Context: an optimization exercise on an open-source flow, tuned for small area and a short achievable clock period. The choices shown serve that exercise and are no tape-out recipe.
Only the layout flow was run in this run; the RTL was not checked for function there.
Power and IR drop assume default switching activity.

File: flow/config.mk
export PLATFORM = sky130hd
export DESIGN_NAME = alu_reg
export DESIGN_NICKNAME = alu_reg
export VERILOG_FILES = /design/flow/design.v
export SDC_FILE = /design/flow/constraint.sdc
export NUM_CORES = 8
export LEC_CHECK = 0
export CAP_MARGIN = 20
export CORE_MARGIN = 2
export CORE_UTILIZATION = 40
export SETUP_SLACK_MARGIN = 2.6
export SLEW_MARGIN = 20
export SYNTH_HIERARCHICAL = 1
File: flow/constraint.sdc
create_clock -name core_clock -period 4.5 [get_ports {clk}]
set_input_delay 0.9000 -clock core_clock [delete_from_list [all_inputs] [get_ports {clk}]]
set_output_delay 0.9000 -clock core_clock [all_outputs]
set_load 0.01 [all_outputs]
File: flow/design.v
module ALU_mux2i
( input s, a1, a0,
  output y
);
  assign y = ~(s ? a1 : a0);
endmodule
module ALU_ctl
( input  [2:0] op,
  output y1, y0, w1, w0, cin
);
  reg [3:0] t;
  always @(*)
    case (op)            
      3'b000: t = 4'b0011;
      3'b001: t = 4'b1001;
      3'b010: t = 4'b0110;
      3'b011: t = 4'b0010;
      3'b100: t = 4'b1011;
      3'b101: t = 4'b0011;
      3'b110: t = 4'b1100;
      default: t = 4'b1010;
    endcase
  assign {y1, y0, w1, w0} = t;
  assign cin = (op == 3'b010) | (op == 3'b101);
endmodule
module ALU_bit
( input  a, b, y1, y0, w1, w0,
  output p, yn
);
  wire wn;
  ALU_mux2i my (.s(b), .a1(y1), .a0(y0), .y(yn));
  ALU_mux2i mw (.s(b), .a1(w1), .a0(w0), .y(wn));
  ALU_mux2i mp (.s(a), .a1(wn), .a0(yn), .y(p));
endmodule
module ALU_grp4c
( input  [3:0] p, yn, input ci,
  output [3:0] u,
  output con
);
  wire [3:0] g = ~p & ~yn;
  wire [4:0] c;
  assign c[0] = ci;
  assign c[1] = (g[0]) | (ci & p[0]);
  assign c[2] = (g[0] & p[1]) | (g[1]) | (ci & p[0] & p[1]);
  assign c[3] = (g[0] & p[1] & p[2]) | (g[1] & p[2]) | (g[2]) | (ci & p[0] & p[1] & p[2]);
  assign c[4] = (g[0] & p[1] & p[2] & p[3]) | (g[1] & p[2] & p[3]) | (g[2] & p[3]) | (g[3]) | (ci & p[0] & p[1] & p[2] & p[3]);
  assign u = p[3:0] ^ c[3:0];
  assign con = ~c[4];
endmodule
module ALU_grp4
( input  [3:0] p, yn,
  output [3:1] u,
  output con
);
  wire [3:0] g = ~p & ~yn;
  wire [4:0] c;
  assign c[0] = 1'b0;
  assign c[1] = (g[0]);
  assign c[2] = (g[0] & p[1]) | (g[1]);
  assign c[3] = (g[0] & p[1] & p[2]) | (g[1] & p[2]) | (g[2]);
  assign c[4] = (g[0] & p[1] & p[2] & p[3]) | (g[1] & p[2] & p[3]) | (g[2] & p[3]) | (g[3]);
  assign u = p[3:1] ^ c[3:1];
  assign con = ~c[4];
endmodule
module ALU_alln4
( input  [3:0] u,
  output qn
);
  assign qn = ~&u;
endmodule
module ALU_dot000
( input  gh, qh, gl,
  output g
);
  wire G = ~gh | (~qh & ~gl);
  assign g = G;
endmodule
module ALU_dot000q0
( input  gh, qh, gl, ql,
  output g, q
);
  wire G = ~gh | (~qh & ~gl);
  assign g = G;
  assign q = (~qh & ~ql);
endmodule
module ALU_dot111
( input  gh, qh, gl,
  output g
);
  wire G = gh | (qh & gl);
  assign g = ~G;
endmodule
module ALU_dot110
( input  gh, qh, gl,
  output g
);
  wire G = gh | (qh & ~gl);
  assign g = ~G;
endmodule
module ALU_dot001
( input  gh, qh, gl,
  output g
);
  wire G = ~gh | (~qh & gl);
  assign g = G;
endmodule
module ALU_inc4n
( input  [3:0] u,
  input  ci,
  output [3:0] y
);
  wire c = ~ci;
  assign y[0] = u[0] ^ c;
  assign y[1] = u[1] ^ (c & (&u[0:0]));
  assign y[2] = u[2] ^ (c & (&u[1:0]));
  assign y[3] = u[3] ^ (c & (&u[2:0]));
endmodule
module ALU_inc4
( input  [3:0] u,
  input  ci,
  output [3:0] y
);
  wire c = ci;
  assign y[0] = u[0] ^ c;
  assign y[1] = u[1] ^ (c & (&u[0:0]));
  assign y[2] = u[2] ^ (c & (&u[1:0]));
  assign y[3] = u[3] ^ (c & (&u[2:0]));
endmodule
module alu_reg
( input         clk,
  input  [2:0]  Op_code,
  input  [31:0] A, B,
  output [31:0] Y
);
  wire [1:0] y1, y0, w1, w0, cin;
  wire [31:0] p, yn, u_c, y_c;
  wire [6:0] gn_c;
  ALU_ctl ctl0 (.op(Op_code), .y1(y1[0]), .y0(y0[0]), .w1(w1[0]), .w0(w0[0]), .cin(cin[0]));
  ALU_ctl ctl1 (.op(Op_code), .y1(y1[1]), .y0(y0[1]), .w1(w1[1]), .w0(w0[1]), .cin(cin[1]));
  ALU_bit b0 (.a(A[0]), .b(B[0]), .y1(y1[0]), .y0(y0[0]), .w1(w1[0]), .w0(w0[0]), .p(p[0]), .yn(yn[0]));
  ALU_bit b1 (.a(A[1]), .b(B[1]), .y1(y1[0]), .y0(y0[0]), .w1(w1[0]), .w0(w0[0]), .p(p[1]), .yn(yn[1]));
  ALU_bit b2 (.a(A[2]), .b(B[2]), .y1(y1[0]), .y0(y0[0]), .w1(w1[0]), .w0(w0[0]), .p(p[2]), .yn(yn[2]));
  ALU_bit b3 (.a(A[3]), .b(B[3]), .y1(y1[0]), .y0(y0[0]), .w1(w1[0]), .w0(w0[0]), .p(p[3]), .yn(yn[3]));
  ALU_bit b4 (.a(A[4]), .b(B[4]), .y1(y1[0]), .y0(y0[0]), .w1(w1[0]), .w0(w0[0]), .p(p[4]), .yn(yn[4]));
  ALU_bit b5 (.a(A[5]), .b(B[5]), .y1(y1[0]), .y0(y0[0]), .w1(w1[0]), .w0(w0[0]), .p(p[5]), .yn(yn[5]));
  ALU_bit b6 (.a(A[6]), .b(B[6]), .y1(y1[0]), .y0(y0[0]), .w1(w1[0]), .w0(w0[0]), .p(p[6]), .yn(yn[6]));
  ALU_bit b7 (.a(A[7]), .b(B[7]), .y1(y1[0]), .y0(y0[0]), .w1(w1[0]), .w0(w0[0]), .p(p[7]), .yn(yn[7]));
  ALU_bit b8 (.a(A[8]), .b(B[8]), .y1(y1[0]), .y0(y0[0]), .w1(w1[0]), .w0(w0[0]), .p(p[8]), .yn(yn[8]));
  ALU_bit b9 (.a(A[9]), .b(B[9]), .y1(y1[0]), .y0(y0[0]), .w1(w1[0]), .w0(w0[0]), .p(p[9]), .yn(yn[9]));
  ALU_bit b10 (.a(A[10]), .b(B[10]), .y1(y1[0]), .y0(y0[0]), .w1(w1[0]), .w0(w0[0]), .p(p[10]), .yn(yn[10]));
  ALU_bit b11 (.a(A[11]), .b(B[11]), .y1(y1[0]), .y0(y0[0]), .w1(w1[0]), .w0(w0[0]), .p(p[11]), .yn(yn[11]));
  ALU_bit b12 (.a(A[12]), .b(B[12]), .y1(y1[0]), .y0(y0[0]), .w1(w1[0]), .w0(w0[0]), .p(p[12]), .yn(yn[12]));
  ALU_bit b13 (.a(A[13]), .b(B[13]), .y1(y1[0]), .y0(y0[0]), .w1(w1[0]), .w0(w0[0]), .p(p[13]), .yn(yn[13]));
  ALU_bit b14 (.a(A[14]), .b(B[14]), .y1(y1[0]), .y0(y0[0]), .w1(w1[0]), .w0(w0[0]), .p(p[14]), .yn(yn[14]));
  ALU_bit b15 (.a(A[15]), .b(B[15]), .y1(y1[0]), .y0(y0[0]), .w1(w1[0]), .w0(w0[0]), .p(p[15]), .yn(yn[15]));
  ALU_bit b16 (.a(A[16]), .b(B[16]), .y1(y1[1]), .y0(y0[1]), .w1(w1[1]), .w0(w0[1]), .p(p[16]), .yn(yn[16]));
  ALU_bit b17 (.a(A[17]), .b(B[17]), .y1(y1[1]), .y0(y0[1]), .w1(w1[1]), .w0(w0[1]), .p(p[17]), .yn(yn[17]));
  ALU_bit b18 (.a(A[18]), .b(B[18]), .y1(y1[1]), .y0(y0[1]), .w1(w1[1]), .w0(w0[1]), .p(p[18]), .yn(yn[18]));
  ALU_bit b19 (.a(A[19]), .b(B[19]), .y1(y1[1]), .y0(y0[1]), .w1(w1[1]), .w0(w0[1]), .p(p[19]), .yn(yn[19]));
  ALU_bit b20 (.a(A[20]), .b(B[20]), .y1(y1[1]), .y0(y0[1]), .w1(w1[1]), .w0(w0[1]), .p(p[20]), .yn(yn[20]));
  ALU_bit b21 (.a(A[21]), .b(B[21]), .y1(y1[1]), .y0(y0[1]), .w1(w1[1]), .w0(w0[1]), .p(p[21]), .yn(yn[21]));
  ALU_bit b22 (.a(A[22]), .b(B[22]), .y1(y1[1]), .y0(y0[1]), .w1(w1[1]), .w0(w0[1]), .p(p[22]), .yn(yn[22]));
  ALU_bit b23 (.a(A[23]), .b(B[23]), .y1(y1[1]), .y0(y0[1]), .w1(w1[1]), .w0(w0[1]), .p(p[23]), .yn(yn[23]));
  ALU_bit b24 (.a(A[24]), .b(B[24]), .y1(y1[1]), .y0(y0[1]), .w1(w1[1]), .w0(w0[1]), .p(p[24]), .yn(yn[24]));
  ALU_bit b25 (.a(A[25]), .b(B[25]), .y1(y1[1]), .y0(y0[1]), .w1(w1[1]), .w0(w0[1]), .p(p[25]), .yn(yn[25]));
  ALU_bit b26 (.a(A[26]), .b(B[26]), .y1(y1[1]), .y0(y0[1]), .w1(w1[1]), .w0(w0[1]), .p(p[26]), .yn(yn[26]));
  ALU_bit b27 (.a(A[27]), .b(B[27]), .y1(y1[1]), .y0(y0[1]), .w1(w1[1]), .w0(w0[1]), .p(p[27]), .yn(yn[27]));
  ALU_bit b28 (.a(A[28]), .b(B[28]), .y1(y1[1]), .y0(y0[1]), .w1(w1[1]), .w0(w0[1]), .p(p[28]), .yn(yn[28]));
  ALU_bit b29 (.a(A[29]), .b(B[29]), .y1(y1[1]), .y0(y0[1]), .w1(w1[1]), .w0(w0[1]), .p(p[29]), .yn(yn[29]));
  ALU_bit b30 (.a(A[30]), .b(B[30]), .y1(y1[1]), .y0(y0[1]), .w1(w1[1]), .w0(w0[1]), .p(p[30]), .yn(yn[30]));
  ALU_bit b31 (.a(A[31]), .b(B[31]), .y1(y1[1]), .y0(y0[1]), .w1(w1[1]), .w0(w0[1]), .p(p[31]), .yn(yn[31]));
  ALU_grp4c s0 (.p(p[3:0]), .yn(yn[3:0]), .ci(cin[0]), .u(u_c[3:0]), .con(gn_c[0]));
  assign u_c[4] = p[4];
  ALU_grp4 s1 (.p(p[7:4]), .yn(yn[7:4]), .u(u_c[7:5]), .con(gn_c[1]));
  assign u_c[8] = p[8];
  ALU_grp4 s2 (.p(p[11:8]), .yn(yn[11:8]), .u(u_c[11:9]), .con(gn_c[2]));
  assign u_c[12] = p[12];
  ALU_grp4 s3 (.p(p[15:12]), .yn(yn[15:12]), .u(u_c[15:13]), .con(gn_c[3]));
  assign u_c[16] = p[16];
  ALU_grp4 s4 (.p(p[19:16]), .yn(yn[19:16]), .u(u_c[19:17]), .con(gn_c[4]));
  assign u_c[20] = p[20];
  ALU_grp4 s5 (.p(p[23:20]), .yn(yn[23:20]), .u(u_c[23:21]), .con(gn_c[5]));
  assign u_c[24] = p[24];
  ALU_grp4 s6 (.p(p[27:24]), .yn(yn[27:24]), .u(u_c[27:25]), .con(gn_c[6]));
  assign u_c[28] = p[28];
  ALU_grp4 s7 (.p(p[31:28]), .yn(yn[31:28]), .u(u_c[31:29]), .con());
  assign y_c[3:0] = u_r[3:0];
  reg  [31:0] u_r, y_r;
  reg  [6:0] gn_r;
  wire qn1;
  wire qn2;
  wire qn3;
  wire qn4;
  wire qn5;
  wire qn6;
  wire pg1;
  wire pg2;
  wire pq3;
  wire pg4;
  wire pq5;
  wire pg6;
  wire pg7;
  wire pg8;
  wire pg9;
  wire pg10;
  ALU_alln4 a1 (.u(u_r[7:4]), .qn(qn1));
  ALU_alln4 a2 (.u(u_r[11:8]), .qn(qn2));
  ALU_alln4 a3 (.u(u_r[15:12]), .qn(qn3));
  ALU_alln4 a4 (.u(u_r[19:16]), .qn(qn4));
  ALU_alln4 a5 (.u(u_r[23:20]), .qn(qn5));
  ALU_alln4 a6 (.u(u_r[27:24]), .qn(qn6));
  ALU_dot000 d1 (.gh(gn_r[1]), .qh(qn1), .gl(gn_r[0]), .g(pg1));
  ALU_dot000q0 d3 (.gh(gn_r[3]), .qh(qn3), .gl(gn_r[2]), .ql(qn2), .g(pg2), .q(pq3));
  ALU_dot000q0 d5 (.gh(gn_r[5]), .qh(qn5), .gl(gn_r[4]), .ql(qn4), .g(pg4), .q(pq5));
  ALU_dot111 d6 (.gh(pg2), .qh(pq3), .gl(pg1), .g(pg6));
  ALU_dot110 d7 (.gh(pg4), .qh(pq5), .gl(pg6), .g(pg7));
  ALU_dot001 d8 (.gh(gn_r[2]), .qh(qn2), .gl(pg1), .g(pg8));
  ALU_dot000 d9 (.gh(gn_r[4]), .qh(qn4), .gl(pg6), .g(pg9));
  ALU_dot000 d10 (.gh(gn_r[6]), .qh(qn6), .gl(pg7), .g(pg10));
  ALU_inc4n i1 (.u(u_r[7:4]), .ci(gn_r[0]), .y(y_c[7:4]));
  ALU_inc4 i2 (.u(u_r[11:8]), .ci(pg1), .y(y_c[11:8]));
  ALU_inc4 i3 (.u(u_r[15:12]), .ci(pg8), .y(y_c[15:12]));
  ALU_inc4n i4 (.u(u_r[19:16]), .ci(pg6), .y(y_c[19:16]));
  ALU_inc4 i5 (.u(u_r[23:20]), .ci(pg9), .y(y_c[23:20]));
  ALU_inc4n i6 (.u(u_r[27:24]), .ci(pg7), .y(y_c[27:24]));
  ALU_inc4 i7 (.u(u_r[31:28]), .ci(pg10), .y(y_c[31:28]));
  always @(posedge clk) begin
    u_r  <= u_c;
    gn_r <= gn_c;
    y_r  <= y_c;
  end
  assign Y = y_r;
endmodule
File: flow/flow/run.sh
#!/bin/bash
# Own flow: the standard layout (standard.sh), with the ports buffered by
# the smallest buffer rather than the one buffer_ports picks by itself.
set -euo pipefail
bash standard.sh "BUFFER_PORTS_ARGS=-buffer_cell sky130_fd_sc_hd__buf_1" finish > standard_make.log 2>&1
File: flow/standard.sh
#!/bin/bash
# synth_recipe.tcl (not shown) runs the flow's synth.tcl, then flattens the netlist and writes it again
# the make line also repeats each setting of config.mk as NAME=value (left out here)
make -C /OpenROAD-flow-scripts/flow DESIGN_CONFIG=/design/flow/config.mk WORK_HOME=/design/flow/orfs CLKGATE_MAP_FILE= SYNTH_SCRIPT=/design/flow/synth_recipe.tcl "${@:-finish}"
==> flow_metrics.py <==
metrics = {
    "die": {
        "num_io_pins": 100,
        "initial_utilization_pct": 41.1,
        "core_sq_mm": 0.00872,
        "rows": 34,
        "fp.dieW_um": 98.7,
        "dieArea_sq_mm": 0.00973,
        "die_h_um": 98.7,
    },
    "timing": {
        "slew-limit-headroom_pct": 60.8,
        "setup_viol": 0,
        "slew_viol_final": 0,
        "clock_skew_ns": 0.0136,
        "fmax_ghz": 0.405,
        "period_share_pct": 54.8,
        "final.setup.worst_slack_ns": 2.03,
        "rsz0062_at_grt": "true",
        "tightestPinTransition_ns": 0.588,
        "hold_violations": 0,
        "setup_tns_ns": 0,
        "min_period_ns": 2.47,
    },
    "placed_design": {
        "routabilityCongestion": 0.837,
        "numPortBuffers": 99,
        "dp_hpwl_mm": 5.60,
        "place_worst_setup_slack_ns": 1.16,
        "dpl.cell_count": 542,
    },
    "worst_setup_path": {
        "worstPathCellList": "buf_8, nor2b_4, buf_6, mux2i_4, mux2i_1, mux2i_2, and2b_2, a221o_1, a311oi_2",
        "cp_slowest_cell": "a221o_1",
        "critical-path-max-stage-delay_ns": 0.32,
        "required_ns": 4.75,
        "reg2reg_slack_ns": 2.71,
        "end_kind": "register",
        "worstSetupStartpointType": "primary input",
        "cp.arrival_ns": 2.72,
        "critical_path_class": "primary input to register",
        "worstRegToRegCells": 8,
        "cp_max_fo": 6,
        "rr_endpoint": "y_r[31]",
        "r2r-start": "u_r[5]",
    },
    "pwr": {
        "power.density_mw_per_mm2": 430,
        "ir_worst_vdd_mv": 0.176,
        "leakage_uw": 0.00230,
        "finalPower_uw": 2280,
    },
    "clock_network": {
        "cts_buffer_depth": 2,
        "cts_root_buf": "clkbuf_8",
        "numCtsBuffers": 9,
        "postCtsHoldBufs": 0,
        "cts_tree": "built",
        "cts-htree-levels": 3,
        "path_clk_slew_ns": 0.08,
        "worstSkewPairLatency_ns": 0.34,
        "clock_sinks": 71,
    },
    "hold_path": {
        "min_from": "u_r[3]",
        "hp-class": "register to register",
        "hold_path_end": "y_r[3]",
        "hold_depth": 0,
    },
    "logic_synthesis": {
        "synthesis.nets": 418,
        "yosys_warnings": 8,
        "synth_area_sq_mm": 0.00358,
        "syn_area_per_cell_sq_um": 10.7,
        "synthCells": 335,
    },
    "final_layout": {
        "nets": 590,
        "multi_input_area_sq_mm": 0.00245,
        "syn_to_final_growth_pct": 47.7,
        "final_core_util_pct": 60.7,
        "antenna_cells": 0,
        "drive_above_1_share_pct": 26.8,
        "n_fill_cell": 740,
        "regArea_sq_mm": 0.00142,
        "final_cells": 620,
    },
    "drt": {
        "via_count": 3039,
        "drc_errors": 0,
        "drtAntennaViolNets": 0,
        "routedWlPerCell_um": 14.2,
        "first_iter_violations": 65,
        "drtPass1Iterations": 4,
        "wl_mm": 8.79,
        "viasPerCell": 4.90,
    },
    "grt": {
        "grt_max_degree": 17,
        "grt_overflow": 0,
        "grt_pass1_wl_mm": 13.0,
        "grt_pass1_vias": 2896,
        "antenna_found_initial": 0,
        "grt_use_total_pct": 16.7,
    },
    "run_status": {
        "status": "no timing/DRC/antenna violations",
    },
    "job": {
        "cap_violations": 0,
    },
}
[worst max-delay path: cells and delay by family]
kind | cells | cell delay (ns)
multiplexers | 3 | 0.59
AO/OA/AOI/OAI | 2 | 0.58
AND/OR/NAND/NOR | 2 | 0.40
buffers and inverters | 2 | 0.22
[placed cells by master (no fill, tap or decap), types with 2 or more instances in the layout]
master,instances
buf_1,96
mux2i_1,77
dfxtp_1,71
buf_4,50
xnor2_1,22
nor2_1,20
inv_1,15
xor2_1,14
mux2i_4,13
nand4_1,10
clkbuf_8,10
mux2i_2,9
ha_2,8
a21oi_1,8
buf_6,8
ha_1,7
nand2b_1,7
o31a_1,7
a21oi_2,6
o21ai_1,5
nor2b_4,4
nand3_1,4
bufinv_16,4
nand3b_1,3
nand4b_1,3
nor2_2,3
buf_12,3
clkinvlp_4,2
xnor2_4,2
a21oi_4,2
buf_8,2
[layout make-up]
cell class,instances,share of cell area (%)
clock buffer,11,2.67
inverter,17,1.35
timing repair buffer,160,17.8
tap,108,2.55
multi-input combinational,248,46.4
clock inverter,5,2.43
sequential,71,26.8
[where the power goes]
| group | switching (uW) | total (uW) | leakage [uW] | internal, uW |
|---|---|---|---|---|
| Sequential | 90.3 | 913 | 0.000599 | 822 |
| Clock | 237 | 678 | 0.000134 | 441 |
| Combinational | 346 | 686 | 0.00156 | 340 |
| Total | 673 | 2280 | 0.00230 | 1600 |
[worst max path at each step]
stage / from / endpoint / slack [ns]
after detailed placement: Op_code[2] / u_r[3] / 1.16
after floorplan: Op_code[2] / u_r[3] / 1.88
after CTS: Op_code[0] / u_r[15] / 2.08
after global placement: Op_code[2] / u_r[3] / 1.29
after global routing: Op_code[0] / u_r[15] / 1.94
final: Op_code[0] / u_r[3] / 2.03
[flip-flops by register name (all words and copies together) (netlist names)]
signal / count
gn_r: 7
y_r: 32
u_r: 32
[layer usage]
layer	GRT usage [%]	up-vias	share of wire, %
met2	29.9	56	53
met3	3.48	6	3.1
met1	20.1	1435	43
li1	-	1542	-
met4	5.16	0	0.94
met5	0	-	0
[through the flow]
stage                     cell area (sq um)  hold WS (ns)
final                                  5290         0.340
after global placement                 4190         0.317
after floorplan                        3680         0.310
after detailed placement               4190         0.319
after CTS                              4880         0.337
after global routing                   5290         0.339
[timing repair]
action	4_1_cts	5_1_grt
cloned	1	1
setup endpoints to repair	43	37
gates resized for setup	28	38
pin swaps	16	22
setup buffers	36	24

==> what the ideal ports hide <==
The results above use ideal ports. As a check the final layout listed here was re-extracted and re-timed, cells and wires unchanged. Step 1 sets driving cells, clkbuf_16 on the clock port and buf_2 on the other inputs (assumed; they add their load-dependent delay and slew). Step 2 times the ports against the registers' clock, not the clock port: input delays grow and output delays shrink by t, the midpoint of the rising clock arrivals with the driver on. Slacks: ideal ports / drivers / drivers and shift; pairs: ideal ports / drivers.
t, ns: 0.361
setup slack, ns: 2.032 / 2.024 / 1.663
worst hold slack (ns): 0.340 / 0.340 / 0.340
worst data-port slew with drivers (ns): 0.06
After both steps this run still meets setup and hold. For this run, drivers alone change the setup slack by -0.008 ns; drivers and shift together by -0.369 ns.
